Source: an optimization exercise on an open RTL-to-GDS flow (aim: small area and a short achievable clock period). Production flows keep margins and buffers that such runs may drop.
The RTL was checked by simulation tests, not by an equivalence proof against the original design.
Power is estimated from default activity; no workload was simulated.

[design.v]
module single_cycle_alu_memory (
    input clk, rst, start,
    input [1:0] op,                 
    input [1:0] mem_op,             
    input [7:0] addr,               
    input [7:0] in_a, in_b,         
    input [7:0] write_data,         
    output reg [15:0] result,       
    output reg error,               
    output reg done                 
);
    reg [7:0] memory [0:255];       
    always @(posedge clk or posedge rst) begin
        if (rst) begin
            result <= 0;
            error <= 0;
            done <= 0;
        end else if (start) begin
            done <= 0;
            error <= 0;
            if (mem_op == 2'b01) begin
                memory[addr] <= write_data;
                done <= 1;
            end else if (mem_op == 2'b10) begin
                result <= memory[addr];
                done <= 1;
            end else begin
                case (op)
                    2'b00: result <= in_a + in_b;                      
                    2'b01: result <= in_a - in_b;                      
                    2'b10: result <= in_a * in_b;                      
                    2'b11: begin
                        if (in_b != 0)
                            result <= in_a / in_b;                     
                        else begin
                            result <= 16'hFFFF;                        
                            error <= 1;
                        end
                    end
                    default: result <= 16'h0;
                endcase
                done <= 1;
            end
        end
    end
endmodule
[config.mk]
export PLATFORM = sky130hd
export DESIGN_NAME = single_cycle_alu_memory
export DESIGN_NICKNAME = single_cycle_alu_memory
export VERILOG_FILES = /design/flow/design.v
export SDC_FILE = /design/flow/constraint.sdc
export NUM_CORES = 4
export LEC_CHECK = 0
export CAP_MARGIN = 30
export CORE_MARGIN = 2
export CORE_UTILIZATION = 30
export SLEW_MARGIN = 30
[run.sh]
#!/bin/bash
# synth_recipe.tcl (not shown) runs the flow's synth.tcl, then flattens the netlist and writes it again
# the make line also repeats each setting of config.mk as NAME=value (left out here)
make -C /OpenROAD-flow-scripts/flow DESIGN_CONFIG=/design/flow/config.mk WORK_HOME=/design/flow/orfs CLKGATE_MAP_FILE= SYNTH_SCRIPT=/design/flow/synth_recipe.tcl finish
[constraint.sdc]
create_clock -name core_clock -period 35.0 [get_ports {clk}]
set_input_delay 7.0000 -clock core_clock [delete_from_list [all_inputs] [get_ports {clk}]]
set_output_delay 7.0000 -clock core_clock [all_outputs]
set_load 0.01 [all_outputs]
==> impl_metrics.csv, run 1 <==
group,metric,value,unit
global_routing,grt_pass1_wl,707000,µm
global_routing,antenna_found_initial,100,
power,power.total,0.00626,W
clock_network,post_cts_buffers,0,
floorplanning,dieArea,284000,µm²
synth,yosysTopAreaCell,"edfxtp_1",
critical_path,start_kind,"input port",
synth,seq_area_frac_synth,0.737,
layout,drive_above_1_share,0.268,
timing,fin_ws,1.94,ns
timing,drv_slew,0,
placed_design,place.gp.congestion,1.17,
timing,fmax,0.0302,GHz
drt,drt-initial-drc-count,17300,
clock_network,clkTransAtPathRegs,0.07,ns
clock_network,clk_path_buf_depth,3,
critical_path,crit_path_max_fanout,15,
layout,fillers,25800,
placed_design,io_buffers,56,
timing,fin_crit_sh,0.945,
power,p_per_area,58.9,nW/µm²
global_routing,grt_max_degree,120,
critical_path,criticalPathCategory,"in -> reg",
critical_path,cpPeakStageDelay,0.49,ns
power,p_leak,37.0,nW
timing,skew,0.114,ns
floorplanning,core,279000,µm²
clock_network,cts_tree,"yes",
drt,ant_nets,0,
timing,whs,0.476,ns
global_routing,grt_pass1_vias,63000,
global_routing,grtUsageTotal,0.390,
timing,hold_violations,0,
timing,setup_viol,0,
synth,synth_top_area_share,0.732,
synth,synth_most_common_cell,"edfxtp_1",
power,peakVddDrop,0.0900,mV
clock_network,cts_sinks,2066,
clock_network,cts.htree.levels,4,
layout,area_delta_synth_final,26.5,%
clock_network,clk_latency,0.95,ns
critical_path,crit_path_end_kind,"flip-flop",
drt,vias,74200,
layout,regArea,61900,µm²
drt,drt_wl_total,572000,µm
synth,synth_seq_cells,2066,
outcome,status,"no timing/DRC/antenna violations",
critical_path,path_common_cell,"o21a_1",
critical_path,arrival,33.79,ns
floorplanning,start_util,0.301,
synth,syn_area_per_cell,15.9,µm²
clock_network,cts_buffers,210,
synth,synthCells,5300,
placed_design,pre_cts_slack,0.246,ns
global_routing,overflow,0,
timing,max_slew_margin,0.0880,
timing,period_minus_slack,33.06,ns
critical_path,cp.required,35.72,ns
timing,worst_pin_slew,1.36,ns
drt,wl_per_cell,54.9,µm
clock_network,clock-root-buffer,"clkbuf_16",
synth,synth_common_cells,"2048 x edfxtp_1, 403 x nor2_1, 377 x a221oi_1",
flow_run,drv_cap,0,
clock_network,cts_hold_buf,0,
synth,synthArstFlopShare,0.00871,
drt,first_pass_iters,12,
floorplanning,die_height,533,µm
synth,yosys_warnings,2,
placed_design,hpwl,403000,µm
critical_path,crit_slowest_cell,"clkdlybuf4s50_1",
floorplanning,die_w,533,µm
floorplanning,io_pins,57,
drt,route.detailed.drc,0,
synth,synth_edf_count,2048,
synth,synth_ff_type,"edfxtp_1",
layout,nets,6627,
layout,multi_input_area,23900,µm²
drt,via_per_inst,7.13,
synth,yosys-top-cells-area,"edfxtp_1 73%, a221oi_1 3.9%, a22o_1 3.9%",
synth,synth.distinct_cells,98,
floorplanning,row_count,194,
worst_hold_path,hold_class,"reg -> reg",
synth,netlist_area,84000,µm²
==> cell usage in the layout, fill, tap and decap left out, drive strengths merged, types with 117 or more instances in the layout <==
master,Yosys,final
a22oi,265,265
diode,0,123
nand2,132,132
inv,108,117
a22o,376,376
nor3,320,320
nand4,163,163
buf,52,994
nor2,407,407
edfxtp,2048,2048
ha,155,155
a221oi,378,378
clkbuf,120,260
==> power breakdown <==
group          internal [W]  switching, W  leakage, nW  total [W]
sequential          0.00272    0.00000553         18.6    0.00273
clock               0.00123       0.00105         3.27    0.00229
combinational      0.000563      0.000679         15.1    0.00124
total               0.00452       0.00174         37.0    0.00626
==> sequential cells by signal, indices dropped and copies added (netlist names) <==
signal	flops
error	1
done	1
result	16
memory	2048
==> final timing paths <==
kind / cells after the start / from / slack (ns) / end
max reg2reg: 9 / memory[55][2] / 30.30 / result[2]
max in group asynchronous: 2 / rst / 27.83 / result[0]
min in group asynchronous: 2 / rst / 6.58 / done
min reg2reg: 1 / done / 0.48 / done
max: 132 / in_b[0] / 1.94 / result[0]
min: 1 / done / 0.48 / done
==> timing repair <==
item / CTS / global route
resized for setup: 0 / 16
setup endpoints to repair: 0 / 1
hold endpoints to repair: 0 / 0
==> per-layer routing <==
| layer | part of all wire | GRT usage | wire (µm) | vias up |
|---|---|---|---|---|
| li1 | - | - | - | 24500 |
| met1 | 0.32 | 0.422 | 183000 | 37200 |
| met2 | 0.37 | 0.497 | 214000 | 9606 |
| met3 | 0.19 | 0.280 | 110000 | 2895 |
| met4 | 0.11 | 0.321 | 61400 | 78 |
| met5 | 0.0069 | 0.0894 | 3940 | - |
==> final cells by class <==
cell class,instances,area share
inverter,109,0.00385
antenna,123,0.00290
timing repair buffer,1048,0.0787
multi-input combinational,2960,0.225
tap,3724,0.0438
clock buffer,254,0.0514
clock inverter,128,0.0117
sequential,2066,0.583
==> logic make-up after synthesis <==
| kind of cell | Yosys count | synth area share |
|---|---|---|
| muxes | 37 | 0.00496 |
| xor gates and xnor gates | 60 | 0.00626 |
| and+or+nand+nor | 1248 | 0.0726 |
| adders and majority gates | 194 | 0.0323 |
| buffers and inverters | 281 | 0.0130 |
| AOI/OAI and AO/OA | 1413 | 0.134 |
| DFF | 2066 | 0.737 |
| other | 1 | 0.0000446 |
==> worst max-delay path, delay by kind of cell <==
kind | cells | cell delay (ns)
buffers and inverters | 13 | 2.47
AOI/OAI and AO/OA | 66 | 12.16
and+or+nand+nor | 31 | 5.62
adders and majority gates | 15 | 4.16
muxes | 7 | 2.36
==> metrics by stage <==
stage / area (µm²) / cells / setup TNS, ns / util
detailed placement: 98700 / 9876 / 0 / 0.354
CTS: 105000 / 10300 / 0 / 0.378
finish: 106000 / 10400 / 0 / 0.381
global placement: 97700 / 9803 / 0 / 0.350
global route: 106000 / 10300 / -0.0700 / 0.380
floorplan: 84000 / 5307 / 0 / -
==> inputs of run 2 (changes only) <==
==> design.v (replaced) <==
module single_cycle_alu_memory (
    input clk, rst, start,
    input [1:0] op,                 
    input [1:0] mem_op,             
    input [7:0] addr,               
    input [7:0] in_a, in_b,         
    input [7:0] write_data,         
    output reg [15:0] result,       
    output reg error,               
    output reg done                 
);
    reg [7:0] memory [0:255];
    wire is_wr  = (mem_op == 2'b01);
    wire is_rd  = (mem_op == 2'b10);
    wire is_alu = ~is_wr & ~is_rd;
    always @(posedge clk)
        if (start && !rst && is_wr)
            memory[addr] <= write_data;
    wire [7:0] rd_data = memory[addr];
    wire [9:0] b1 = {2'b0, in_b};
    wire [9:0] b2 = {1'b0, in_b, 1'b0};
    wire [9:0] b3 = b1 + b2;
    reg  [7:0] rem;
    reg  [7:0] quo;
    reg  [9:0] t;
    reg        c1, c2, c3;
    integer k;
    always @* begin
        rem = in_a;
        for (k = 3; k >= 0; k = k - 1) begin
            t  = {2'b0, rem} >> (2*k);
            c1 = t >= b1;
            c2 = t >= b2;
            c3 = t >= b3;
            quo[2*k+1] = c2;
            quo[2*k]   = c3 | (c1 & ~c2);
            if (c3)      rem = rem - (b3 << (2*k));
            else if (c2) rem = rem - (b2 << (2*k));
            else if (c1) rem = rem - (b1 << (2*k));
        end
    end
    wire b_zero = (in_b == 8'd0);
    reg [15:0] alu;
    always @* begin
        case (op)
            2'b00: alu = {8'd0, in_a} + {8'd0, in_b};
            2'b01: alu = {8'd0, in_a} - {8'd0, in_b};
            2'b10: alu = in_a * in_b;
            default: alu = b_zero ? 16'hFFFF : {8'd0, quo};
        endcase
    end
    always @(posedge clk or posedge rst) begin
        if (rst) begin
            result <= 16'd0;
            error  <= 1'b0;
            done   <= 1'b0;
        end else if (start) begin
            done  <= 1'b1;
            error <= is_alu & (op == 2'b11) & b_zero;
            if (is_rd)
                result <= {8'd0, rd_data};
            else if (is_alu)
                result <= alu;
        end
    end
endmodule
==> flow/run.sh (new file) <==
#!/bin/bash
set -euo pipefail
sed 's/"\${@:-finish}"/ADDER_MAP_FILE= "${@:-finish}"/' standard.sh > standard_nofa.sh
grep -q 'ADDER_MAP_FILE= ' standard_nofa.sh
for step in synth floorplan place cts route finish; do
    bash standard_nofa.sh $step > flow_$step.log 2>&1
done
==> standard.sh (new file) <==
#!/bin/bash
# synth_recipe.tcl (not shown) runs the flow's synth.tcl, then flattens the netlist and writes it again
# the make line also repeats each setting of config.mk as NAME=value (left out here)
make -C /OpenROAD-flow-scripts/flow DESIGN_CONFIG=/design/flow/config.mk WORK_HOME=/design/flow/orfs CLKGATE_MAP_FILE= SYNTH_SCRIPT=/design/flow/synth_recipe.tcl "${@:-finish}"
--- a/config.mk
+++ b/config.mk
@@ -9,3 +9,3 @@
 export CORE_MARGIN = 2
-export CORE_UTILIZATION = 30
+export CORE_UTILIZATION = 50
 export SLEW_MARGIN = 30
removed: run.sh
==> impl_metrics.csv, run 2 <==
group,metric,value,unit
clock_network,cts_sinks,2066,
layout,reg.largest.list,"memory: 2048 flops, result: 16 flops",
layout,nets,4332,
synth,synthArstFlopShare,0.00871,
floorplanning,start_util,0.502,
placed_design,hpwl,133000,µm
critical_path,r2r_slack,30.77,ns
critical_path,arrival,13.64,ns
critical_path,timing.rr.start,"memory[87][0]",
timing,fin_ws,22.08,ns
power,peakVddDrop,0.0535,mV
timing,drv_slew,0,
timing,worst_pin_slew,0.996,ns
flow_run,drv_cap,0,
power,seqPwrFrac,0.515,
synth,synth_edf_count,2048,
power,pwr-share-clk,0.411,
clock_network,cts_hold_buf,0,
synth,netlist_area,84800,µm²
timing,tns,0,ns
floorplanning,row_count,151,
critical_path,criticalPathCategory,"in -> reg",
floorplanning,io_pins,57,
clock_network,clkTransAtPathRegs,0.05,ns
clock_network,clk_path_buf_depth,3,
synth,synth_most_common_cell,"edfxtp_1",
global_routing,antenna_found_initial,12,
clock_network,cts_buffers,209,
synth,yosys-top-cells-area,"edfxtp_1 72%, mux4_2 17%, nor2_1 1.5%",
power,p_leak,29.1,nW
synth,seq_area_frac_synth,0.730,
clock_network,cts.htree.levels,4,
timing,fin_crit_sh,0.369,
synth,synth_common_cells,"2048 x edfxtp_1, 651 x mux4_2, 340 x nor2_1",
power,pwr-share-comb,0.074,
power,switching_power,0.00118,W
layout,largest_reg_flops,2048,
drt,wl_per_cell,32.4,µm
worst_hold_path,hold_class,"reg -> reg",
clock_network,post_cts_buffers,0,
critical_path,start_kind,"input port",
power,p_int,0.00412,W
synth,synthCells,4188,
critical_path,crit_path_max_fanout,40,
timing,hold_violations,0,
critical_path,path_common_cell,"buf_4",
layout,multi_input_area,21900,µm²
placed_design,io_buffers,56,
critical_path,crit_path_end_kind,"flip-flop",
drt,vias,42300,
critical_path,crit_slowest_cell,"a2111oi_1",
placed_design,place.gp.congestion,0.853,
outcome,status,"no timing/DRC/antenna violations",
layout,top_register,"memory",
synth,syn_area_per_cell,20.3,µm²
layout,drive_above_1_share,0.249,
worst_hold_path,hold_start,"done",
drt,drt-initial-drc-count,5021,
critical_path,r2r_cells,11,
synth,yosysTopAreaCell,"edfxtp_1",
drt,first_pass_iters,6,
power,p_per_area,56.0,nW/µm²
synth,synth_seq_cells,2066,
global_routing,grt_pass1_vias,42500,
timing,max_slew_margin,0.333,
drt,via_per_inst,6.32,
global_routing,grt_max_degree,142,
synth,synth.distinct_cells,91,
synth,synth_ff_type,"edfxtp_1",
power,switching_share,0.223,
critical_path,crit_chain,"buf_8 -> buf_4 -> buf_4 -> buf_4 -> buf_4 -> mux4_2 -> mux4_2 -> mux2i_1 -> o22ai_1 -> a2111oi_1 -> buf_4 -> a31oi_1 -> o2111ai_1 -> a21oi_1 -> a22o_1",
layout,area_delta_synth_final,11.7,%
critical_path,r2r_end,"result[0]",
timing,fmax,0.0774,GHz
timing,setup_viol,0,
clock_network,cts_tree,"yes",
global_routing,grt_pass1_wl,313000,µm
floorplanning,die_w,416,µm
floorplanning,die_height,416,µm
drt,drt_wl_total,217000,µm
clock_network,clk_latency,0.84,ns
layout,fillers,12700,
drt,route.detailed.drc,0,
synth,yosys_warnings,1,
critical_path,cpPeakStageDelay,0.86,ns
floorplanning,core,169000,µm²
synth,synth_top_area_share,0.725,
critical_path,cp.required,35.72,ns
worst_hold_path,hold-path-cell-count,1,
layout,layout_common_cells,"2048 x edfxtp_1, 651 x mux4_2, 331 x nor2_1",
drt,ant_nets,0,
layout,regArea,61900,µm²
worst_hold_path,min_to,"done",
clock_network,post_cts_resized,0,
timing,rsz0062_at_grt,"no",
global_routing,grtUsageTotal,0.253,
global_routing,overflow,0,
timing,skew,0.0275,ns
floorplanning,dieArea,173000,µm²
placed_design,pre_cts_slack,21.14,ns
timing,period_minus_slack,12.92,ns
clock_network,clock-root-buffer,"clkbuf_16",
layout,final_common_cell,"edfxtp_1",
-- run 2: logic make-up after synthesis --
family / share of synthesized area
AO/OA/AOI/OAI: 0.0276
XOR/XNOR: 0.0131
flip-flops: 0.730
buffers and inverters: 0.0130
AND/OR/NAND/NOR: 0.0343
adder cells (fa/ha/maj): 0.00513
multiplexers: 0.177
-- run 2: worst max-delay path, delay by kind of cell --
| family | cells | cell delay, ns |
|---|---|---|
| AO/OA/AOI/OAI | 6 | 1.82 |
| buffers and inverters | 6 | 3.30 |
| multiplexers | 3 | 1.39 |
-- run 2: power groups by stage --
stage	logic, W	registers [W]	clock network, W
floorplan	0.000240	0.00278	0
global placement	0.000394	0.00278	0
detailed placement	0.000398	0.00278	0
CTS	0.000399	0.00273	0.00221
global route	0.000421	0.00273	0.00231
finish	0.000394	0.00273	0.00218
-- run 2: final cells by class --
class                           instances  share of cell area
Clock buffer                          259              0.0579
Multi-Input combinational cell       1836               0.231
Antenna cell                            1           0.0000264
Inverter                               36             0.00143
Sequential cell                      2066               0.654
Tap cell                             2218              0.0293
Clock inverter                        125              0.0124
Timing Repair Buffer                  144              0.0139
-- run 2: worst max path at each step --
stage / to / slack, ns / cells after the start / from
after floorplan: result[6] / 23.48 / 12 / addr[0]
after detailed placement: result[0] / 21.14 / 15 / addr[0]
after global placement: result[0] / 20.88 / 15 / addr[0]
after global routing: result[0] / 21.63 / 15 / addr[0]
after CTS: result[0] / 22.03 / 15 / addr[0]
final: result[0] / 22.08 / 15 / addr[0]
-- run 2: routing by layer --
| metal | global-route usage | part of all wire | wire, µm | vias up |
|---|---|---|---|---|
| li1 | - | - | - | 17600 |
| met2 | 0.403 | 0.49 | 105000 | 1513 |
| met4 | 0.0668 | 0.025 | 5470 | 4 |
| met5 | 0 | 0.00012 | 26 | - |
| met3 | 0.0433 | 0.071 | 15400 | 291 |
| met1 | 0.367 | 0.42 | 90500 | 22800 |
-- run 2: metrics by stage --
step | power (W) | area [µm²] | util | instances | hold WS (ns)
global route | 0.00546 | 94700 | 0.561 | 6684 | 0.502
floorplan | 0.00302 | 84800 | - | 4188 | 0.509
CTS | 0.00534 | 94700 | 0.560 | 6682 | 0.493
global placement | 0.00318 | 88000 | 0.521 | 6298 | 0.453
detailed placement | 0.00318 | 88000 | 0.521 | 6298 | 0.480
finish | 0.00530 | 94700 | 0.561 | 6685 | 0.479
==> inputs of run 3 (changes only) <==
--- a/design.v
+++ b/design.v
@@ -1 +1,15 @@
+module mem_hold (input we, input wen, input d, input q, output y);
+    assign y = (we & d) | (wen & q);
+endmodule
+module rd_aoi3 (input s0, d0, s1, d1, s2, d2, output y);
+    assign y = ~((s0 & d0) | (s1 & d1) | (s2 & d2));
+endmodule
+module row_ctl (input hn, ln, hw, hwn, l, output sel, we, wen);
+    assign sel = ~(hn | ln);
+    assign we  = ~(hwn | ln);
+    assign wen = ~(hw & l);
+endmodule
+module rd_or (input [85:0] xn, output y);
+    assign y = ~&xn;
+endmodule
 module single_cycle_alu_memory (
@@ -11,3 +25,2 @@
 );
-    reg [7:0] memory [0:255];
     wire is_wr  = (mem_op == 2'b01);
@@ -15,6 +28,37 @@
     wire is_alu = ~is_wr & ~is_rd;
-    always @(posedge clk)
-        if (start && !rst && is_wr)
-            memory[addr] <= write_data;
-    wire [7:0] rd_data = memory[addr];
+    wire wr_go = start & ~rst & is_wr;
+    wire [15:0] hi = 16'd1 << addr[7:4];
+    wire [15:0] lo = 16'd1 << addr[3:0];
+    wire [15:0] hiw = hi & {16{wr_go}};
+    wire [255:0] sel;
+    wire [255:0] we;
+    wire [255:0] wen;
+    wire [2047:0] bits;             
+    genvar r, b, g;
+    generate
+        for (r = 0; r < 256; r = r + 1) begin : row
+            reg [7:0] word;
+            wire [7:0] nxt;
+            row_ctl ctl (.hn(~hi[r/16]), .ln(~lo[r%16]), .hw(hiw[r/16]), .hwn(~hiw[r/16]),
+                         .l(lo[r%16]), .sel(sel[r]), .we(we[r]), .wen(wen[r]));
+            for (b = 0; b < 8; b = b + 1) begin : bt
+                mem_hold h (.we(we[r]), .wen(wen[r]), .d(write_data[b]), .q(word[b]), .y(nxt[b]));
+                assign bits[256*b + r] = word[b];
+            end
+            always @(posedge clk)
+                word <= nxt;
+        end
+    endgenerate
+    wire [7:0] rd_data;
+    generate
+        for (b = 0; b < 8; b = b + 1) begin : col
+            wire [85:0] xn;
+            for (g = 0; g < 85; g = g + 1) begin : grp
+                rd_aoi3 a (.s0(sel[3*g]), .d0(bits[256*b + 3*g]), .s1(sel[3*g+1]), .d1(bits[256*b + 3*g+1]),
+                           .s2(sel[3*g+2]), .d2(bits[256*b + 3*g+2]), .y(xn[g]));
+            end
+            assign xn[85] = ~(sel[255] & bits[256*b + 255]);
+            rd_or o (.xn(xn), .y(rd_data[b]));
+        end
+    endgenerate
     wire [9:0] b1 = {2'b0, in_b};
--- a/config.mk
+++ b/config.mk
@@ -10,2 +10,5 @@
 export CORE_UTILIZATION = 50
+export CTS_BUF_LIST = sky130_fd_sc_hd__clkbuf_8
 export SLEW_MARGIN = 30
+export SYNTH_HIERARCHICAL = 1
+export SYNTH_MINIMUM_KEEP_SIZE = 0
==> impl_metrics.csv, run 3 <==
group,metric,value,unit
critical_path,cp.required,35.94,ns
timing,period_minus_slack,12.33,ns
clock_network,clock-root-buffer,"clkbuf_8",
synth,syn_area_per_cell,11.3,µm²
synth,seq_area_frac_synth,0.542,
synth,yosysTopAreaCell,"dfxtp_1",
timing,rsz0062_at_grt,"no",
layout,fillers,12900,
clock_network,post_cts_resized,0,
layout,reg.largest.list,"row.word: 2048 flops, result: 16 flops",
global_routing,grtUsageTotal,0.351,
power,p_per_area,55.7,nW/µm²
timing,drv_slew,0,
synth,synthArstFlopShare,0.00871,
drt,ant_nets,0,
global_routing,antenna_found_initial,11,
timing,tns,0,ns
clock_network,cts_buffers,348,
synth,yosys-top-cells-area,"dfxtp_1 54%, a22o_1 23%, a222oi_1 8.9%",
timing,worst_pin_slew,1.08,ns
critical_path,crit_slowest_cell,"a21oi_1",
timing,fmax,0.0811,GHz
power,p_leak,32.5,nW
critical_path,start_kind,"input port",
layout,multi_input_area,34700,µm²
floorplanning,die_height,395,µm
critical_path,crit_path_end_kind,"flip-flop",
drt,first_pass_iters,12,
layout,drive_above_1_share,0.0920,
drt,route.detailed.drc,0,
worst_hold_path,hold_start,"row[163].word[5]",
global_routing,overflow,0,
layout,largest_reg_flops,2048,
synth,synth_most_common_cell,"a22o_1",
global_routing,grt_max_degree,129,
layout,final_common_cell,"a22o_1",
floorplanning,dieArea,156000,µm²
critical_path,arrival,13.27,ns
drt,drt_wl_total,288000,µm
synth,synth_seq_cells,2066,
synth,synth_common_cells,"2052 x a22o_1, 2048 x dfxtp_1, 680 x a222oi_1",
clock_network,cts_tree,"yes",
timing,max_slew_margin,0.282,
synth,yosys_warnings,7,
outcome,status,"no timing/DRC/antenna violations",
critical_path,criticalPathCategory,"in -> reg",
critical_path,crit_start,"in_b[3]",
clock_network,post_cts_buffers,0,
floorplanning,start_util,0.504,
critical_path,crit_family,"compound AO/OA/AOI/OAI gates",
flow_run,drv_cap,0,
layout,nets,7249,
critical_path,cpPeakStageDelay,0.62,ns
timing,whs,0.469,ns
clock_network,clk_latency,1.06,ns
timing,setup_viol,0,
drt,wl_per_cell,30.4,µm
placed_design,hpwl,180000,µm
synth,synth_edf_count,0,
clock_network,clk_path_buf_depth,4,
synth,synth.distinct_cells,90,
synth,synthCells,6767,
drt,drt-initial-drc-count,11400,
synth,netlist_area,76500,µm²
floorplanning,row_count,143,
global_routing,grt_pass1_vias,63200,
layout,area_delta_synth_final,14.3,%
global_routing,grt_pass1_wl,421000,µm
clock_network,cts.htree.levels,5,
worst_hold_path,hold_class,"reg -> reg",
clock_network,cts_hold_buf,0,
timing,skew,0.0890,ns
timing,fin_crit_sh,0.352,
drt,via_per_inst,7.15,
floorplanning,io_pins,57,
critical_path,timing.rr.start,"row[210].word[0]",
synth,synth_top_area_share,0.536,
power,peakVddDrop,0.0434,mV
critical_path,crit_chain,"clkdlybuf4s50_1 -> buf_4 -> inv_1 -> a221oi_1 -> nor2_1 -> a21oi_1 -> a31oi_1 -> o311a_1 -> o221ai_1 -> o221ai_1 -> nand2_1 -> o32ai_1 -> or4_4 -> and2_4 -> maj3_2 -> or4_4 -> and3b_1 -> o41ai_2",
critical_path,crit_path_max_fanout,32,
drt,vias,67800,
layout,top_register,"row.word",
placed_design,place.gp.congestion,0.974,
clock_network,cts_sinks,2066,
timing,hold_violations,0,
floorplanning,core,152000,µm²
placed_design,io_buffers,56,
synth,synth_ff_type,"dfxtp_1",
layout,layout_common_cells,"2052 x a22o_1, 2048 x dfxtp_1, 680 x a222oi_1",
layout,regArea,41400,µm²
critical_path,critPathBufInv,3,
clock_network,clkTransAtPathRegs,0.06,ns
floorplanning,die_w,395,µm
==> run 3: cell types whose count changed in the layout (fill, tap and decap cells not counted), sizes merged, moves of 60 or more <==
| cell | change |
|---|---|
| mux4 | -651 |
| a222oi | +679 |
| clkbuf | +193 |
| nand2 | +250 |
| nand4 | +173 |
| dfxtp | +2048 |
| inv | +111 |
| a22o | +2043 |
| clkinv | -60 |
| edfxtp | -2048 |
| nor2 | +256 |
==> run 3: path summary, 6_finish.rpt <==
| path | endpoint | slack, ns | depth (start not counted) |
|---|---|---|---|
| max | result[1] | 22.67 | 18 |
| min | row[163].word[5] | 0.47 | 1 |
| max reg2reg | result[0] | 31.11 | 10 |
| min reg2reg | row[163].word[5] | 0.47 | 1 |
| max in group asynchronous | result[1] | 28.12 | 2 |
| min in group asynchronous | result[0] | 6.42 | 2 |
==> run 3: report_power, final <==
group / switching [W] / total, W / internal [W]
registers: 0.0000149 / 0.00239 / 0.00238
clock network: 0.000973 / 0.00219 / 0.00122
logic: 0.000195 / 0.000289 / 0.0000935
==> run 3: kinds of logic after synthesis <==
logic type,count (synthesis),share of synthesized area
flops,2066,0.542
compound gates,3005,0.348
xor+xnor,123,0.0159
buf+inv,135,0.00695
mux,14,0.00188
simple gates,1380,0.0797
fa+ha+maj,44,0.00579
==> run 3: layer usage <==
metal | routed length, µm | share of wire | track usage
met4 | 12600 | 0.044 | 0.161
met5 | 41 | 0.00014 | 0
met1 | 123000 | 0.43 | 0.499
met2 | 122000 | 0.42 | 0.506
met3 | 30900 | 0.11 | 0.0784
==> run 3: stage by stage <==
stage	utilization	total power, W	area [µm²]	instances	setup slack (ns)
2_1_floorplan	-	0.00259	76500	6767	23.21
3_3_place_gp	0.528	0.00272	80300	8888	21.82
3_5_place_dp	0.529	0.00272	80300	8888	21.77
4_1_cts	0.575	0.00489	87400	9483	22.89
5_1_grt	0.576	0.00502	87500	9488	22.33
6_report	0.576	0.00487	87500	9490	22.67
==> run 3: Yosys stat by module (local to each module, per instance) <==
module	copies in the design	flops+latches	area, µm²	cells
rd_aoi3	680	0	10.0	1
row_ctl	256	0	11.3	3
rd_or	8	0	181	29
single_cycle_alu_memory	1	2066	47500	3039
mem_hold	2048	0	8.76	1
==> run 3: final cells by class <==
cell class / count / share of cell area
Antenna cell: 5 / 0.000143
Clock buffer: 460 / 0.0724
Clock inverter: 135 / 0.00864
Inverter: 71 / 0.00306
Multi-Input combinational cell: 4566 / 0.397
Sequential cell: 2066 / 0.474
Tap cell: 2030 / 0.0290
Timing Repair Buffer: 157 / 0.0160
==> inputs of run 4 (changes only) <==
--- a/config.mk
+++ b/config.mk
@@ -10,3 +10,3 @@
 export CORE_UTILIZATION = 50
-export CTS_BUF_LIST = sky130_fd_sc_hd__clkbuf_8
+export CTS_BUF_LIST = sky130_fd_sc_hd__clkbuf_4 sky130_fd_sc_hd__clkbuf_8
 export SLEW_MARGIN = 30
==> impl_metrics.csv, run 4 <==
group,metric,value,unit
drt,vias,67600,
drt,first_pass_iters,11,
clock_network,cts_tree,"yes",
power,p_per_area,56.6,nW/µm²
synth,synth_edf_count,0,
placed_design,hpwl,180000,µm
placed_design,place.gp.congestion,0.974,
floorplanning,dieArea,156000,µm²
synth,yosys-top-cells-area,"dfxtp_1 54%, a22o_1 23%, a222oi_1 8.9%",
timing,tns,0,ns
global_routing,grt_pass1_vias,63200,
synth,synth.distinct_cells,90,
outcome,status,"no timing/DRC/antenna violations",
power,peakVddDrop,0.0446,mV
worst_hold_path,hold_class,"reg -> reg",
layout,nets,7249,
placed_design,placed_area,80300,µm²
synth,synthArstFlopShare,0.00871,
layout,fin_util,0.578,
global_routing,overflow,0,
placed_design,io_buffers,56,
clock_network,clk_path_buf_depth,4,
drt,wl_per_cell,30.4,µm
clock_network,clkTransAtPathRegs,0.06,ns
flow_run,drv_cap,0,
clock_network,post_cts_buffers,0,
layout,largest_reg_flops,2048,
timing,worst_pin_slew,1.10,ns
layout,layout_common_cells,"2052 x a22o_1, 2048 x dfxtp_1, 680 x a222oi_1",
timing,fmax,0.0816,GHz
power,p_leak,32.5,nW
drt,drt-initial-drc-count,11100,
clock_network,cts.htree.levels,5,
layout,drive_above_1_share,0.104,
critical_path,crit_path_max_fanout,32,
synth,yosysTopAreaCell,"dfxtp_1",
timing,hold_violations,0,
global_routing,grt_pass1_wl,421000,µm
synth,synth_most_common_cell,"a22o_1",
clock_network,cts_hold_buf,0,
synth,synth_ff_type,"dfxtp_1",
critical_path,criticalPathCategory,"in -> reg",
clock_network,cts_sinks,2066,
power,switching_share,0.238,
timing,skew,0.0844,ns
drt,ant_nets,0,
floorplanning,die_w,395,µm
power,p_int,0.00378,W
synth,seq_area_frac_synth,0.542,
clock_network,cts_buffers,348,
floorplanning,die_height,395,µm
synth,synth_common_cells,"2052 x a22o_1, 2048 x dfxtp_1, 680 x a222oi_1",
floorplanning,core,152000,µm²
floorplanning,row_count,143,
floorplanning,start_util,0.504,
critical_path,arrival,13.20,ns
clock_network,clk_latency,1.05,ns
critical_path,cp.required,35.94,ns
layout,area_delta_synth_final,14.7,%
clock_network,clock-root-buffer,"clkbuf_8",
synth,synthCells,6767,
layout,fillers,12900,
timing,fin_ws,22.75,ns
power,pwr-share-comb,0.058,
critical_path,start_kind,"input port",
drt,route.detailed.drc,0,
global_routing,antenna_found_initial,10,
placed_design,pre_cts_slack,21.77,ns
power,seqPwrFrac,0.481,
layout,reg.largest.list,"row.word: 2048 flops, result: 16 flops",
timing,period_minus_slack,12.25,ns
drt,drt_wl_total,288000,µm
layout,final_common_cell,"a22o_1",
synth,syn_area_per_cell,11.3,µm²
power,pwr-share-clk,0.461,
clock_network,post_cts_resized,0,
synth,yosys_warnings,7,
timing,fin_crit_sh,0.350,
power,switching_power,0.00118,W
timing,setup_viol,0,
synth,synth_top_area_share,0.536,
timing,rsz0062_at_grt,"no",
critical_path,crit_path_end_kind,"flip-flop",
global_routing,grtUsageTotal,0.351,
layout,design_area,87800,µm²
floorplanning,io_pins,57,
timing,max_slew_margin,0.264,
timing,drv_slew,0,
drt,via_per_inst,7.12,
synth,synth_seq_cells,2066,
layout,top_register,"row.word",
synth,netlist_area,76500,µm²
global_routing,grt_max_degree,129,
run 4: power by group through the flow:
stage | Sequential (W) | Clock (W) | Combinational, W
2_1_floorplan | 0.00244 | 0 | 0.000149
3_3_place_gp | 0.00244 | 0 | 0.000278
3_5_place_dp | 0.00244 | 0 | 0.000280
4_1_cts | 0.00239 | 0.00231 | 0.000282
5_1_grt | 0.00239 | 0.00242 | 0.000305
6_report | 0.00239 | 0.00229 | 0.000288
run 4: cell type report:
type / instances / area (µm²) / area share
multi-input cells: 4566 / 34700 / 0.395
clock inverters: 46 / 422 / 0.00480
clock buffers: 549 / 7000 / 0.0797
flip-flops and latches: 2066 / 41400 / 0.472
inverters: 71 / 268 / 0.00305
well taps: 2030 / 2540 / 0.0289
diodes: 6 / 15.0 / 0.000171
repair buffers: 157 / 1400 / 0.0160
run 4: per-module statistics from Yosys (local to each module, per instance):
module	flip-flops and latches	times used	area [µm²]
single_cycle_alu_memory	2066	1	47500
rd_or	0	8	181
row_ctl	0	256	11.3
rd_aoi3	0	680	10.0
mem_hold	0	2048	8.76
run 4: worst paths after layout:
path | from | to | slack [ns] | cells past startpoint
setup / recovery | in_b[3] | result[1] | 22.75 | 18
hold / removal | row[91].word[4] | row[91].word[4] | 0.47 | 1
setup reg to reg | row[210].word[0] | result[0] | 31.11 | 10
hold reg to reg | row[91].word[4] | row[91].word[4] | 0.47 | 1
max in group asynchronous | rst | result[1] | 28.11 | 2
min in group asynchronous | rst | done | 6.42 | 2
run 4: worst max-delay path: stages:
cell and delay [ns]:
clkdlybuf4s50_1 0.47, buf_4 0.36, inv_1 0.34, a221oi_1 0.46, nor2_1 0.22, a21oi_1 0.61
a31oi_1 0.27, o311a_1 0.42, o221ai_1 0.19, o221ai_1 0.24, nand2_1 0.40, o32ai_1 0.20
or4_4 0.52, and2_4 0.18, maj3_2 0.30, or4_4 0.52, and3b_1 0.22, o41ai_2 0.27
run 4: metal layers:
metal / global-route usage / vias up / share of wire
li1: - / 29500 / -
met1: 0.498 / 33000 / 0.43
met2: 0.506 / 4312 / 0.42
met3: 0.0800 / 731 / 0.11
met4: 0.160 / 4 / 0.044
met5: 0 / - / 0.000090
run 4: cells by family (layout without fill, tap and decap cells):
logic type,count (synthesis),in the layout,share of synthesized area
simple gates,1380,1380,0.0797
buf+inv,135,823,0.00695
mux,14,14,0.00188
xor+xnor,123,123,0.0159
fa+ha+maj,44,44,0.00579
flops,2066,2066,0.542
other cells,0,6,0
compound gates,3005,3005,0.348
run 4: through the flow:
stage          instances  total power, W  hold WS, ns
2_1_floorplan       6767         0.00259        0.438
3_3_place_gp        8888         0.00272        0.448
3_5_place_dp        8888         0.00272        0.451
4_1_cts             9483         0.00498        0.471
5_1_grt             9487         0.00512        0.477
6_report            9491         0.00497        0.469
==> inputs of run 5 (changes only) <==
==> flow/run.sh (replaced) <==
#!/bin/bash
# The standard layout (standard.sh) with these changes, set in a copy of
# its config.mk:
#  - synthesis leaves full and half adders as plain logic for abc instead of
#    mapping them to the fa/ha cells first, so abc can optimise the
#    arithmetic for delay;
#  - if flow/abc.script exists, abc maps the logic with it instead of ORFS's
#    abc_speed.script (the rest of synthesis is unchanged);
#  - clock tree: sink clusters of up to 14 flip-flops driven by clkbuf_8 and no dummy
#    loads, instead of one clkbuf_16 per ~10 flip-flops;
#  - extra settings from flow/extra.mk, if present (here: ports buffered
#    with buf_4 instead of the delay cell buffer_ports picks by itself;
#    repair_timing asked for 26 ns of setup slack, so that it sizes and
#    buffers the worst paths although the 35 ns clock is met; with
#    TNS_END_PERCENT 0 in config.mk it works on the worst path only).
# Each make target's output goes to its own log in this folder.
set -euo pipefail
here=$(pwd)
cp config.mk flow_config.mk
cat >> flow_config.mk <<'EOC'
export ADDER_MAP_FILE =
export CTS_ARGS = -sink_clustering_enable -repair_clock_nets -dont_use_dummy_load -sink_clustering_size 14 -sink_clustering_max_diameter 55 -buf_list {sky130_fd_sc_hd__clkbuf_4 sky130_fd_sc_hd__clkbuf_8}
EOC
if [[ -f flow/extra.mk ]]; then cat flow/extra.mk >> flow_config.mk; fi
synth_script=$here/synth_recipe.tcl
if [[ -f flow/abc.script ]]; then
    sed "s#log_cmd abc {\*}\$abc_args#log_cmd abc {*}[lreplace \$abc_args 1 1 $here/flow/abc.script]#" \
        "$FLOW_HOME/scripts/synth.tcl" > synth_core.tcl
    grep -q "flow/abc.script" synth_core.tcl
    sed "s#\$::env(SCRIPTS_DIR)/synth.tcl#$here/synth_core.tcl#" synth_recipe.tcl > synth_mine.tcl
    grep -q "synth_core.tcl" synth_mine.tcl
    synth_script=$here/synth_mine.tcl
fi
sed -e "s#DESIGN_CONFIG=[^ ]*#DESIGN_CONFIG=$here/flow_config.mk#" \
    -e "s#SYNTH_SCRIPT=[^ ]*#SYNTH_SCRIPT=$synth_script#" standard.sh > standard_mine.sh
grep -q "DESIGN_CONFIG=$here/flow_config.mk" standard_mine.sh
for step in ${FLOW_STEPS:-synth floorplan place cts route finish}; do
    bash standard_mine.sh $step > flow_$step.log 2>&1
done
==> flow/abc.script (new file) <==
&get -n
&st
&dch
&nf
&st
&syn2
&if -g -K 6
&synch2
&nf
&st
&syn2
&if -g -K 6
&synch2
&nf
&st
&syn2
&if -g -K 6
&synch2
&nf
&st
&syn2
&if -g -K 6
&synch2
&nf
&st
&syn2
&if -g -K 6
&synch2
&nf
&st
&syn2
&if -g -K 6
&synch2
&nf
&st
&syn2
&if -g -K 6
&synch2
&nf
&st
&syn2
&if -g -K 6
&synch2
&nf
&st
&syn2
&if -g -K 6
&synch2
&nf
&st
&syn2
&if -g -K 6
&synch2
&nf
&st
&dch -f
&nf
&put
buffer -c
topo
stime -c
upsize -c
dnsize -c
==> flow/extra.mk (new file) <==
export BUFFER_PORTS_ARGS = -buffer_cell sky130_fd_sc_hd__buf_4
export SETUP_SLACK_MARGIN = 26
--- a/config.mk
+++ b/config.mk
@@ -10,3 +10,2 @@
 export CORE_UTILIZATION = 50
-export CTS_BUF_LIST = sky130_fd_sc_hd__clkbuf_4 sky130_fd_sc_hd__clkbuf_8
 export SLEW_MARGIN = 30
@@ -14 +13,2 @@
 export SYNTH_MINIMUM_KEEP_SIZE = 0
+export TNS_END_PERCENT = 0
==> impl_metrics.csv, run 5 <==
group,metric,value,unit
placed_design,pre_cts_slack,22.80,ns
critical_path,r2r_slack,31.49,ns
critical_path,cpPeakStageDelay,0.93,ns
layout,largest_reg_flops,2048,
worst_hold_path,min_to,"done",
power,seqPwrFrac,0.612,
global_routing,grt_max_degree,137,
critical_path,crit_slowest_cell,"nor4_1",
critical_path,r2r_cells,7,
power,switching_power,0.000982,W
synth,synth_common_cells,"2050 x a22o_1, 2048 x dfxtp_1, 680 x a222oi_1",
layout,nets,7124,
power,p_per_area,46.5,nW/µm²
synth,netlist_area,76300,µm²
layout,reg.largest.list,"row.word: 2048 flops, result: 16 flops",
synth,seq_area_frac_synth,0.543,
critical_path,criticalPathCategory,"in -> reg",
drt,drt_wl_total,292000,µm
critical_path,timing.rr.start,"row[201].word[2]",
timing,worst_pin_slew,1.06,ns
drt,first_pass_iters,13,
drt,ant_nets,0,
synth,synth_top_area_share,0.537,
power,p_int,0.00292,W
layout,stdcell_count,9126,
critical_path,crit_chain,"buf_4 -> nor2b_1 -> nand2_2 -> buf_6 -> nor2_1 -> a222oi_1 -> nand4_1 -> nor4_1 -> nand4_1 -> or4_1 -> o22ai_1 -> a21oi_1",
clock_network,clk_latency,0.95,ns
critical_path,cp.required,35.83,ns
floorplanning,core,152000,µm²
clock_network,cts_hold_buf,0,
outcome,status,"no timing/DRC/antenna violations",
layout,top_register,"row.word",
critical_path,crit_path_end_kind,"flip-flop",
global_routing,antenna_found_initial,20,
floorplanning,die_height,395,µm
floorplanning,start_util,0.503,
synth,synth_most_common_cell,"a22o_1",
global_routing,grtUsageTotal,0.356,
synth,synthCells,6764,
drt,wl_per_cell,32.0,µm
floorplanning,die_w,395,µm
layout,fillers,13300,
drt,drt-initial-drc-count,11200,
placed_design,place.gp.congestion,0.972,
synth,yosys_warnings,7,
floorplanning,io_pins,57,
timing,period_minus_slack,10.48,ns
timing,tns,0,ns
placed_design,hpwl,181000,µm
critical_path,start_kind,"input port",
critical_path,path_common_cell,"nand4_1",
synth,synth_edf_count,0,
timing,fin_ws,24.52,ns
worst_hold_path,hold_start,"done",
clock_network,cts_tree,"yes",
placed_design,dp.cells,8853,
layout,layout_common_cells,"2050 x a22o_1, 2048 x dfxtp_1, 680 x a222oi_1",
critical_path,crit_path_max_fanout,20,
clock_network,clkTransAtPathRegs,0.08,ns
timing,max_slew_margin,0.296,
global_routing,grt_pass1_vias,62900,
synth,synthArstFlopShare,0.00871,
synth,synth_seq_cells,2066,
power,p_leak,30.5,nW
floorplanning,row_count,143,
timing,fin_crit_sh,0.300,
power,switching_share,0.252,
clock_network,clk_path_buf_depth,3,
drt,via_per_inst,7.38,
clock_network,cts.htree.levels,4,
synth,syn_area_per_cell,11.3,µm²
synth,yosys-top-cells-area,"dfxtp_1 54%, a22o_1 24%, a222oi_1 8.9%",
worst_hold_path,hold_class,"reg -> reg",
drt,vias,67400,
synth,yosysTopAreaCell,"dfxtp_1",
synth,synth.distinct_cells,91,
power,pwr-share-clk,0.313,
placed_design,io_buffers,56,
drt,route.detailed.drc,0,
floorplanning,dieArea,156000,µm²
timing,skew,0.0985,ns
global_routing,overflow,0,
critical_path,crit_start,"addr[3]",
power,pwr-share-comb,0.075,
timing,whs,0.464,ns
timing,hold_violations,0,
power,power.total,0.00391,W
layout,drive_above_1_share,0.0755,
power,peakVddDrop,0.0418,mV
critical_path,arrival,11.31,ns
layout,area_delta_synth_final,10.1,%
layout,final_common_cell,"a22o_1",
critical_path,r2r_end,"result[2]",
clock_network,cts_sinks,2066,
global_routing,grt_pass1_wl,424000,µm
timing,drv_slew,0,
clock_network,cts_buffers,179,
clock_network,clock-root-buffer,"clkbuf_8",
timing,fmax,0.0954,GHz
timing,setup_viol,0,
timing,rsz0062_at_grt,"yes",
worst_hold_path,hold-path-cell-count,1,
flow_run,drv_cap,0,
synth,synth_ff_type,"dfxtp_1",
run 5: what timing repair did:
item                                    4_1_cts  5_1_grt
endpoints found under the setup margin     1574     1725
cloned                                        4        2
pin swaps                                    26       30
gates resized for setup                     120       61
buffers inserted                             58       17
run 5: per-stage QoR:
step	util	area, µm²
after CTS	0.550	83500
after global placement	0.525	79700
after detailed placement	0.526	79800
after floorplan	-	76300
final	0.554	84000
after global routing	0.554	84000
run 5: per-module statistics from Yosys (local to each module, per instance):
module | cells | copies in the design
rd_or | 29 | 8
single_cycle_alu_memory | 3036 | 1
row_ctl | 3 | 256
rd_aoi3 | 1 | 680
mem_hold | 1 | 2048
run 5: power by group through the flow:
stage	Combinational, W	Sequential (W)	Clock [W]
global placement	0.000259	0.00244	0
CTS	0.000277	0.00239	0.00123
floorplan	0.000138	0.00244	0
finish	0.000294	0.00239	0.00122
detailed placement	0.000262	0.00244	0
global route	0.000308	0.00239	0.00132
run 5: worst max path at each step:
stage          cells past startpoint  slack, ns        end
4_1_cts                           16      24.79  result[0]
5_1_grt                           17      24.60  result[0]
6_report                          12      24.52  result[2]
3_5_place_dp                      14      22.80  result[0]
3_3_place_gp                      15      22.86  result[0]
2_1_floorplan                     17      24.13  result[0]
run 5: cell type report:
cell class / instances / area [µm²] / area share
repair buffers: 204 / 2170 / 0.0258
flip-flops and latches: 2066 / 41400 / 0.493
clock buffers: 179 / 2460 / 0.0293
well taps: 2030 / 2540 / 0.0302
inverters: 51 / 235 / 0.00280
multi-input cells: 4583 / 35100 / 0.418
diodes: 13 / 32.5 / 0.000387
run 5: layer usage:
metal,routed length [µm],vias to the layer above,track usage,share of wire
met5,120,-,0,0.00041
met2,122000,4244,0.518,0.42
met1,124000,33300,0.503,0.42
met3,31700,809,0.0754,0.11
li1,-,29000,-,-
met4,14200,20,0.164,0.048
run 5: cells by family (layout without fill, tap and decap cells):
family,Yosys count,after routing,synth area share
compound gates,3007,3007,0.350
xor+xnor,94,94,0.0125
fa+ha+maj,21,21,0.00277
buf+inv,116,434,0.00607
flops,2066,2066,0.543
mux,7,7,0.000918
other cells,0,13,0
simple gates,1453,1454,0.0846
run 5: worst max-delay path: cells and delay by family:
family                 cells  cell delay [ns]
AOI/OAI and AO/OA          3             0.74
buffers and inverters      2             0.57
and+or+nand+nor            7             2.94
==> inputs of run 6 (changes only) <==
--- a/flow/run.sh
+++ b/flow/run.sh
@@ -14,3 +14,4 @@
 #    buffers the worst paths although the 35 ns clock is met; with
-#    TNS_END_PERCENT 0 in config.mk it works on the worst path only).
+#    TNS_END_PERCENT 0 in config.mk it works on the worst path only;
+#    the slow or4 cells are not used).
 # Each make target's output goes to its own log in this folder.
--- a/flow/extra.mk
+++ b/flow/extra.mk
@@ -2 +2,2 @@
 export SETUP_SLACK_MARGIN = 26
+export DONT_USE_CELLS += sky130_fd_sc_hd__or4_1 sky130_fd_sc_hd__or4_2 sky130_fd_sc_hd__or4_4 sky130_fd_sc_hd__or4b_1 sky130_fd_sc_hd__or4b_2 sky130_fd_sc_hd__or4b_4 sky130_fd_sc_hd__or4bb_1 sky130_fd_sc_hd__or4bb_2 sky130_fd_sc_hd__or4bb_4
==> impl_metrics.csv, run 6 <==
group,metric,value,unit
clock_network,clkTransAtPathRegs,0.07,ns
layout,fin_util,0.557,
critical_path,r2r_slack,31.73,ns
drt,vias,67200,
synth,synth_ff_type,"dfxtp_1",
synth,yosysTopAreaCell,"dfxtp_1",
timing,fin_ws,24.91,ns
floorplanning,dieArea,156000,µm²
synth,synthArstFlopShare,0.00871,
placed_design,io_buffers,56,
timing,skew,0.108,ns
placed_design,pre_cts_slack,22.95,ns
floorplanning,start_util,0.503,
power,peakVddDrop,0.0390,mV
power,power.total,0.00391,W
critical_path,crit_start,"addr[2]",
timing,tns,0,ns
placed_design,place.gp.congestion,0.995,
timing,fmax,0.0991,GHz
critical_path,crit_slowest_cell,"nor4_1",
placed_design,hpwl,182000,µm
placed_design,placed_area,79900,µm²
floorplanning,row_count,143,
critical_path,cpPeakStageDelay,0.96,ns
layout,top_register,"row.word",
layout,area_delta_synth_final,10.7,%
clock_network,cts_buffers,180,
synth,synth_most_common_cell,"a22o_1",
clock_network,clk_path_buf_depth,3,
timing,max_slew_margin,0.233,
critical_path,start_kind,"input port",
critical_path,crit_path_end_kind,"flip-flop",
synth,syn_area_per_cell,11.3,µm²
layout,reg.largest.list,"row.word: 2048 flops, result: 16 flops",
global_routing,grtUsageTotal,0.352,
timing,setup_viol,0,
timing,worst_pin_slew,1.15,ns
clock_network,clk_latency,0.93,ns
synth,synth_seq_cells,2066,
floorplanning,die_height,395,µm
synth,yosys_warnings,7,
drt,route.detailed.drc,0,
layout,final_common_cell,"a22o_1",
layout,drive_above_1_share,0.0815,
clock_network,cts_hold_buf,0,
layout,nets,7120,
synth,yosys-top-cells-area,"dfxtp_1 54%, a22o_1 24%, a222oi_1 8.9%",
synth,synthCells,6757,
outcome,status,"no timing/DRC/antenna violations",
clock_network,cts_sinks,2066,
critical_path,r2r_cells,10,
layout,layout_common_cells,"2049 x a22o_1, 2048 x dfxtp_1, 680 x a222oi_1",
drt,first_pass_iters,13,
critical_path,cp.required,35.78,ns
power,p_per_area,46.3,nW/µm²
timing,rsz0062_at_grt,"yes",
timing,fin_crit_sh,0.288,
worst_hold_path,hold_class,"reg -> reg",
drt,wl_per_cell,32.0,µm
synth,synth_edf_count,0,
critical_path,crit_chain,"buf_4 -> nor2b_2 -> nand3_4 -> buf_6 -> nor2_1 -> a222oi_1 -> nand4_1 -> nor4_1 -> and4_1 -> nand3_1 -> o22ai_1 -> a21oi_1",
floorplanning,io_pins,57,
synth,netlist_area,76300,µm²
drt,drt_wl_total,292000,µm
drt,drt-initial-drc-count,11400,
flow_run,drv_cap,0,
global_routing,grt_pass1_wl,421000,µm
critical_path,timing.rr.start,"row[144].word[0]",
synth,synth_top_area_share,0.537,
drt,ant_nets,0,
floorplanning,core,152000,µm²
synth,synth.distinct_cells,96,
critical_path,crit_end,"result[3]",
critical_path,r2r_end,"result[0]",
synth,synth_common_cells,"2049 x a22o_1, 2048 x dfxtp_1, 680 x a222oi_1",
timing,drv_slew,0,
timing,period_minus_slack,10.09,ns
layout,largest_reg_flops,2048,
power,p_leak,30.7,nW
floorplanning,die_w,395,µm
clock_network,cts_tree,"yes",
global_routing,grt_max_degree,120,
critical_path,crit_path_max_fanout,17,
critical_path,arrival,10.87,ns
drt,via_per_inst,7.37,
global_routing,grt_pass1_vias,62600,
layout,design_area,84500,µm²
global_routing,antenna_found_initial,9,
global_routing,overflow,0,
synth,seq_area_frac_synth,0.543,
clock_network,cts.htree.levels,4,
timing,hold_violations,0,
critical_path,criticalPathCategory,"in -> reg",
clock_network,clock-root-buffer,"clkbuf_8",
-- run 6: cell count changes in the layout (fill, tap and decap cells not counted), moves of 8 or more --
cell,previous run,this run
nor2b_1,23,15
inv_2,2,10
diode_2,13,5
inv_4,14,5
nor4_2,11,22
or4_1,15,0
nor2_1,604,612
nand4_1,184,176
nand2_4,5,16
-- run 6: modules after synthesis (local to each module, per instance) --
module / copies in the design / flops+latches / cell area (µm²)
single_cycle_alu_memory: 1 / 2066 / 47200
mem_hold: 2048 / 0 / 8.76
rd_aoi3: 680 / 0 / 10.0
row_ctl: 256 / 0 / 11.3
rd_or: 8 / 0 / 184
-- run 6: final cells by class --
class / count / area (µm²)
inverter: 54 / 238
sequential: 2066 / 41400
clock buffer: 180 / 2480
timing repair buffer: 205 / 2390
antenna: 5 / 12.5
multi-input combinational: 4574 / 35300
fill: 13200 / 67300
tap: 2030 / 2540
-- run 6: power by group --
group	total, W	switching, W	internal, W
Sequential	0.00239	0.0000165	0.00237
Clock	0.00122	0.000763	0.000457
Combinational	0.000302	0.000197	0.000105
Total	0.00391	0.000976	0.00293
-- run 6: per-stage QoR --
stage	instances	hold WS [ns]
6_report	9114	0.471
5_1_grt	9110	0.483
4_1_cts	9087	0.473
3_5_place_dp	8847	0.451
3_3_place_gp	8842	0.451
2_1_floorplan	6757	0.438
-- run 6: what timing repair did --
item / in CTS / in global routing
pin swaps: 58 / 46
resized for setup: 178 / 68
gates cloned: 9 / 2
setup buffers: 51 / 20
endpoints found under the setup margin: 1572 / 1902
-- run 6: kinds of logic (layout without fill, tap and decap cells) --
kind of cell             count (synthesis)  count (layout)  share of synthesized area
AO/OA/AOI/OAI                         3010            3010                      0.351
XOR/XNOR                                93              93                     0.0124
adder cells (fa/ha/maj)                 19              19                    0.00251
buffers and inverters                  117             439                    0.00625
flip-flops                            2066            2066                      0.543
multiplexers                             8               8                    0.00105
other                                    0               5                          0
AND/OR/NAND/NOR                       1444            1444                     0.0836
-- run 6: metal layers --
metal | GRT usage | vias to the layer above | wire length [µm]
li1 | - | 29000 | -
met1 | 0.499 | 33200 | 124000
met2 | 0.519 | 4282 | 124000
met3 | 0.0734 | 724 | 30900
met4 | 0.150 | 16 | 13200
met5 | 0 | - | 125
-- run 6: how the worst min path moves through the flow --
stage / from / endpoint / slack [ns] / depth (start not counted)
after floorplan: row[0].word[0] / row[0].word[0] / 0.44 / 1
final: row[64].word[5] / row[64].word[5] / 0.47 / 1
after detailed placement: row[234].word[1] / row[234].word[1] / 0.45 / 1
after global placement: row[18].word[2] / row[18].word[2] / 0.45 / 1
after CTS: row[222].word[1] / row[222].word[1] / 0.47 / 1
after global routing: row[214].word[5] / row[214].word[5] / 0.48 / 1
-- run 6: worst max-delay path: cells and delay by family --
kind            cells  cell delay, ns
simple gates        7            2.59
compound gates      3            0.76
buf+inv             2            0.46
==> inputs of run 7 (changes only) <==
--- a/config.mk
+++ b/config.mk
@@ -9,3 +9,3 @@
 export CORE_MARGIN = 2
-export CORE_UTILIZATION = 50
+export CORE_UTILIZATION = 62
 export SLEW_MARGIN = 30
==> impl_metrics.csv, run 7 <==
group,metric,value,unit
clock_network,cts_buffers,175,
placed_design,hpwl,171000,µm
clock_network,cts_tree,"yes",
synth,synth_seq_cells,2066,
layout,design_area,83600,µm²
critical_path,start_kind,"input port",
drt,drt_wl_total,280000,µm
global_routing,grt_pass1_wl,408000,µm
layout,nets,7130,
critical_path,cpPeakStageDelay,0.99,ns
global_routing,grt_pass1_vias,63400,
synth,synthArstFlopShare,0.00871,
floorplanning,die_height,355,µm
power,peakVddDrop,0.0509,mV
critical_path,crit_path_end_kind,"flip-flop",
drt,ant_nets,0,
drt,drt-initial-drc-count,13900,
flow_run,drv_cap,0,
layout,reg.largest.list,"row.word: 2048 flops, result: 16 flops",
synth,synth_common_cells,"2049 x a22o_1, 2048 x dfxtp_1, 680 x a222oi_1",
worst_hold_path,hold_class,"reg -> reg",
clock_network,clk_path_buf_depth,3,
drt,first_pass_iters,12,
clock_network,cts_sinks,2066,
placed_design,placed_area,79400,µm²
timing,skew,0.0936,ns
timing,rsz0062_at_grt,"yes",
synth,synth_ff_type,"dfxtp_1",
timing,period_minus_slack,10.19,ns
synth,syn_area_per_cell,11.3,µm²
synth,synthCells,6757,
clock_network,clock-root-buffer,"clkbuf_8",
global_routing,grt_max_degree,152,
synth,synth.distinct_cells,96,
placed_design,place.gp.congestion,1.02,
global_routing,grtUsageTotal,0.422,
floorplanning,start_util,0.626,
critical_path,crit_slowest_cell,"nor4_2",
synth,yosys-top-cells-area,"dfxtp_1 54%, a22o_1 24%, a222oi_1 8.9%",
outcome,status,"no timing/DRC/antenna violations",
critical_path,crit_path_max_fanout,33,
layout,largest_reg_flops,2048,
drt,wl_per_cell,32.1,µm
timing,drv_slew,0,
layout,area_delta_synth_final,9.61,%
clock_network,clk_latency,0.95,ns
global_routing,overflow,0,
floorplanning,dieArea,126000,µm²
floorplanning,row_count,128,
synth,synth_edf_count,0,
power,p_leak,30.5,nW
layout,top_register,"row.word",
layout,final_common_cell,"a22o_1",
timing,max_slew_margin,0.203,
layout,layout_common_cells,"2049 x a22o_1, 2048 x dfxtp_1, 680 x a222oi_1",
floorplanning,core,122000,µm²
global_routing,antenna_found_initial,10,
floorplanning,io_pins,57,
critical_path,arrival,10.92,ns
synth,synth_top_area_share,0.537,
clock_network,cts_hold_buf,0,
placed_design,io_buffers,56,
synth,netlist_area,76300,µm²
timing,tns,0,ns
critical_path,cp.required,35.73,ns
timing,fin_crit_sh,0.291,
clock_network,clkTransAtPathRegs,0.08,ns
drt,route.detailed.drc,0,
synth,yosys_warnings,7,
synth,seq_area_frac_synth,0.543,
timing,hold_violations,0,
clock_network,cts.htree.levels,4,
synth,yosysTopAreaCell,"dfxtp_1",
critical_path,crit_chain,"buf_4 -> nor2_1 -> nand2_2 -> buf_8 -> nor2_1 -> a222oi_1 -> nand4_1 -> nor4_2 -> and4_1 -> nand3_1 -> a21oi_1 -> a21oi_1",
power,p_per_area,46.4,nW/µm²
timing,setup_viol,0,
timing,fmax,0.0981,GHz
layout,drive_above_1_share,0.0767,
drt,vias,68200,
floorplanning,die_w,355,µm
critical_path,criticalPathCategory,"in -> reg",
timing,worst_pin_slew,1.19,ns
drt,via_per_inst,7.83,
synth,synth_most_common_cell,"a22o_1",
## run 7: per-module statistics from Yosys (local to each module, per instance)
module                   area, µm²  flops+latches
rd_or                          184              0
rd_aoi3                       10.0              0
row_ctl                       11.3              0
single_cycle_alu_memory      47200           2066
mem_hold                      8.76              0
## run 7: per-stage QoR
step	std cells	total power [W]	hold WS, ns	utilization	setup slack (ns)
final	8717	0.00388	0.473	0.686	24.81
after global routing	8715	0.00399	0.483	0.686	24.87
after CTS	8686	0.00386	0.473	0.682	25.16
after detailed placement	8458	0.00270	0.452	0.651	23.07
after global placement	8452	0.00269	0.450	0.650	22.69
after floorplan	6757	0.00258	0.438	-	24.46
## run 7: routing by layer
metal | global-route usage | share of wire | vias up
met5 | 0 | 0.00050 | -
met4 | 0.231 | 0.060 | 18
met3 | 0.114 | 0.14 | 993
met2 | 0.607 | 0.42 | 5272
met1 | 0.575 | 0.39 | 32900
li1 | - | - | 29000
## run 7: path summary, 6_finish.rpt
| path | startpoint | end | slack [ns] | depth (start not counted) |
|---|---|---|---|---|
| worst min-delay path | done | done | 0.47 | 1 |
| max in group asynchronous | rst | result[7] | 28.57 | 3 |
| worst max register to register | row[201].word[0] | result[0] | 31.75 | 9 |
| worst max-delay path | addr[2] | result[5] | 24.81 | 12 |
| worst min register to register | done | done | 0.47 | 1 |
| min in group asynchronous | rst | done | 6.01 | 2 |
## run 7: critical path: cells and delay by family
kind	cells	cell delay, ns
AO/OA/AOI/OAI	3	0.77
AND/OR/NAND/NOR	7	2.51
buffers and inverters	2	0.62
## run 7: layout make-up
cell class	count	area [µm²]
clock buffer	175	2410
fill	9172	38300
antenna	3	7.51
inverter	54	225
timing repair buffer	218	2380
sequential	2066	41400
tap	1625	2030
multi-input combinational	4576	35100
## run 7: repair_timing
item | CTS | global route
pin swaps | 55 | 38
buffers inserted | 43 | 23
resized for setup | 148 | 43
cloned | 10 | 3
endpoints found under the setup margin | 1161 | 1858
## run 7: where the power goes
group          total [W]  internal, W  leakage, nW  switching, W
Sequential       0.00239      0.00237         16.7     0.0000170
Clock            0.00120     0.000445         1.26      0.000752
Combinational   0.000296     0.000101         12.5      0.000195
Total            0.00388      0.00292         30.5      0.000964
## run 7: kinds of logic after synthesis
family,count (synthesis),synth area share
buffers and inverters,117,0.00625
and+or+nand+nor,1444,0.0836
DFF,2066,0.543
muxes,8,0.00105
adders and majority gates,19,0.00251
xor gates and xnor gates,93,0.0124
AOI/OAI and AO/OA,3010,0.351
==> inputs of run 8 (changes only) <==
--- a/flow/run.sh
+++ b/flow/run.sh
@@ -12,5 +12,5 @@
 #    with buf_4 instead of the delay cell buffer_ports picks by itself;
-#    repair_timing asked for 26 ns of setup slack, so that it sizes and
-#    buffers the worst paths although the 35 ns clock is met; with
-#    TNS_END_PERCENT 0 in config.mk it works on the worst path only;
+#    repair_timing asked for 25.5 ns of setup slack, so that it sizes and
+#    buffers the critical paths although the 35 ns clock is met; it
+#    works on every endpoint with less slack than that;
 #    the slow or4 cells are not used).
==> flow/extra.mk (replaced) <==
export BUFFER_PORTS_ARGS = -buffer_cell sky130_fd_sc_hd__buf_4
export SETUP_SLACK_MARGIN = 25.5
export DONT_USE_CELLS += sky130_fd_sc_hd__or4_1 sky130_fd_sc_hd__or4_2 sky130_fd_sc_hd__or4_4 sky130_fd_sc_hd__or4b_1 sky130_fd_sc_hd__or4b_2 sky130_fd_sc_hd__or4b_4 sky130_fd_sc_hd__or4bb_1 sky130_fd_sc_hd__or4bb_2 sky130_fd_sc_hd__or4bb_4
--- a/config.mk
+++ b/config.mk
@@ -9,3 +9,3 @@
 export CORE_MARGIN = 2
-export CORE_UTILIZATION = 62
+export CORE_UTILIZATION = 50
 export SLEW_MARGIN = 30
@@ -13,2 +13,2 @@
 export SYNTH_MINIMUM_KEEP_SIZE = 0
-export TNS_END_PERCENT = 0
+export TNS_END_PERCENT = 100
==> impl_metrics.csv, run 8 <==
group,metric,value,unit
outcome,status,"no timing/DRC/antenna violations",
critical_path,arrival,10.89,ns
clock_network,clk_latency,0.90,ns
synth,synth.distinct_cells,96,
drt,drt-initial-drc-count,11200,
placed_design,placed_area,80000,µm²
power,power.total,0.00393,W
floorplanning,start_util,0.503,
drt,drt_wl_total,295000,µm
layout,nets,7142,
clock_network,clock-root-buffer,"clkbuf_8",
worst_hold_path,hold_start,"row[53].word[5]",
drt,route.detailed.drc,0,
synth,yosys_warnings,7,
synth,yosys.area_share.adder,0.00251,
layout,area_delta_synth_final,11.5,%
synth,synth_xor_area_frac,0.0124,
timing,worst_pin_slew,1.13,ns
global_routing,grtUsageTotal,0.354,
global_routing,antenna_found_initial,13,
drt,vias,67800,
synth,yosys-top-cells-area,"dfxtp_1 54%, a22o_1 24%, a222oi_1 8.9%",
synth,yosysTopAreaCell,"dfxtp_1",
synth,synthCells,6757,
layout,layout_common_cells,"2049 x a22o_1, 2048 x dfxtp_1, 680 x a222oi_1",
synth,synth_mux_area_frac,0.00105,
floorplanning,row_count,143,
layout,drive_above_1_share,0.0900,
critical_path,r2r_end,"result[0]",
worst_hold_path,hold_class,"reg -> reg",
synth,synth_compound_area_frac,0.351,
synth,syn_area_per_cell,11.3,µm²
synth,synth_top_family_by_area,"compound AO/OA/AOI/OAI gates",
global_routing,grt_max_degree,121,
timing,setup_viol,0,
timing,skew,0.0757,ns
power,p_leak,31.0,nW
critical_path,timing.rr.start,"row[183].word[0]",
power,peakVddDrop,0.0339,mV
power,p_per_area,46.2,nW/µm²
critical_path,criticalPathCategory,"in -> reg",
floorplanning,die_height,395,µm
critical_path,r2r_cells,9,
synth,synthArstFlopShare,0.00871,
timing,rsz0062_at_grt,"yes",
drt,first_pass_iters,13,
synth,synth_seq_cells,2066,
clock_network,cts_tree,"yes",
timing,drv_slew,0,
clock_network,cts_buffers,177,
clock_network,clk_path_buf_depth,3,
placed_design,io_buffers,56,
floorplanning,core,152000,µm²
critical_path,start_kind,"input port",
global_routing,grt_pass1_vias,63300,
layout,largest_reg_flops,2048,
floorplanning,die_w,395,µm
placed_design,place.gp.congestion,0.979,
clock_network,clkTransAtPathRegs,0.08,ns
synth,netlist_area,76300,µm²
critical_path,r2r_slack,31.73,ns
floorplanning,io_pins,57,
floorplanning,dieArea,156000,µm²
layout,top_register,"row.word",
timing,tns,0,ns
drt,via_per_inst,7.42,
timing,fmax,0.0988,GHz
flow_run,drv_cap,0,
timing,period_minus_slack,10.12,ns
placed_design,hpwl,178000,µm
synth,seq_area_frac_synth,0.543,
critical_path,crit_path_max_fanout,21,
clock_network,cts.htree.levels,4,
timing,max_slew_margin,0.242,
layout,fillers,13200,
critical_path,cp.required,35.77,ns
timing,fin_crit_sh,0.289,
worst_hold_path,min_to,"row[53].word[5]",
worst_hold_path,hold-path-cell-count,1,
drt,ant_nets,0,
timing,hold_violations,0,
critical_path,crit_path_end_kind,"flip-flop",
clock_network,cts_sinks,2066,
synth,synth_most_common_cell,"a22o_1",
global_routing,overflow,0,
layout,design_area,85100,µm²
timing,whs,0.472,ns
synth,synth_ff_type,"dfxtp_1",
layout,reg.largest.list,"row.word: 2048 flops, result: 16 flops",
synth,synth_common_cells,"2049 x a22o_1, 2048 x dfxtp_1, 680 x a222oi_1",
layout,final_common_cell,"a22o_1",
synth,yosys.area_share.simple,0.0836,
drt,wl_per_cell,32.3,µm
global_routing,grt_pass1_wl,423000,µm
synth,synth_top_area_share,0.537,
synth,synth_edf_count,0,
==> run 8: cell counts after synthesis <==
No cell type changed its count.
==> run 8: worst max path at each step <==
stage,startpoint,to,cells after the start
finish,addr[1],result[0],14
global route,in_b[7],result[0],17
CTS,in_b[7],result[0],17
detailed placement,addr[3],result[0],14
global placement,addr[2],result[0],14
floorplan,in_b[5],result[0],16
==> run 8: area by class of cell <==
type	count	area (µm²)	area share
diodes	5	12.5	0.000147
flip-flops and latches	2066	41400	0.487
clock buffers	177	2440	0.0286
multi-input cells	4575	35600	0.418
inverters	54	246	0.00290
well taps	2030	2540	0.0299
repair buffers	229	2810	0.0331
==> run 8: timing repair <==
action	in CTS	in global routing
gates resized for setup	209	73
setup buffers	53	32
pin swaps	80	81
cloned	15	4
setup endpoints to repair	320	63
hold buffers	0	0
==> run 8: logic make-up after synthesis <==
family / count (synthesis)
compound gates: 3010
flops: 2066
simple gates: 1444
buf+inv: 117
xor+xnor: 93
fa+ha+maj: 19
mux: 8
==> run 8: metrics by stage <==
step	util	cells	setup slack, ns
2_1_floorplan	-	6757	24.46
3_3_place_gp	0.526	8847	22.99
3_5_place_dp	0.527	8849	22.92
4_1_cts	0.555	9094	25.14
5_1_grt	0.561	9133	24.89
6_report	0.561	9136	24.88
==> run 8: modules after synthesis (local to each module, per instance) <==
| module | cell area [µm²] | cells inside |
|---|---|---|
| single_cycle_alu_memory | 47200 | 3021 |
| rd_or | 184 | 30 |
| row_ctl | 11.3 | 3 |
| rd_aoi3 | 10.0 | 1 |
| mem_hold | 8.76 | 1 |
==> run 8: layer usage <==
metal,track usage,up-vias,part of all wire
li1,-,29100,-
met1,0.502,33600,0.42
met2,0.521,4389,0.42
met3,0.0731,718,0.11
met4,0.151,10,0.046
met5,0,-,0.00020
==> run 8: where the power goes <==
part	total, W	internal (W)	switching (W)
clock	0.00121	0.000450	0.000764
sequential	0.00239	0.00237	0.0000161
combinational	0.000327	0.000120	0.000207
total	0.00393	0.00294	0.000987
==> run 8: worst max-delay path, stage by stage <==
cell	delay, ns
buf_4	0.16
nor2b_1	0.25
nand3_4	0.18
buf_12	0.27
nor2_1	0.19
a222oi_1	0.66
nand4_1	0.37
nor4_4	0.51
and4_4	0.33
nand3_2	0.14
a211oi_2	0.36
o211a_1	0.23
o211a_1	0.16
a211oi_2	0.06

-- afterwards: timing with drivers on the ports --
No port has a modelled driver above. Below, the same layouts with a new extraction and two added sets of constraints.
Step 1, drivers: a clkbuf_16 drives clk and a buf_2 each remaining input, both assumed.
Step 2, shift: input delay + t, output delay - t, t = (earliest + latest rising clock arrival at the registers) / 2. This alone moves slack from input paths to output paths.
a / b / c = ideal / step 1 / step 2; a / b = the first two.
run | t, ns | setup WS [ns]
run 1 | 1.008 | 1.935 / 2.009 / 1.001
run 2 | 0.923 | 22.077 / 22.118 / 21.195
run 3 | 1.094 | 22.672 / 22.716 / 21.622
run 4 | 1.107 | 22.748 / 22.802 / 21.695
run 5 | 0.984 | 24.515 / 24.566 / 23.581
run 6 | 0.970 | 24.911 / 24.923 / 23.953
run 7 | 0.983 | 24.807 / 24.741 / 23.758
run 8 | 0.970 | 24.880 / 24.894 / 23.924
After both steps every run listed still meets setup and hold.
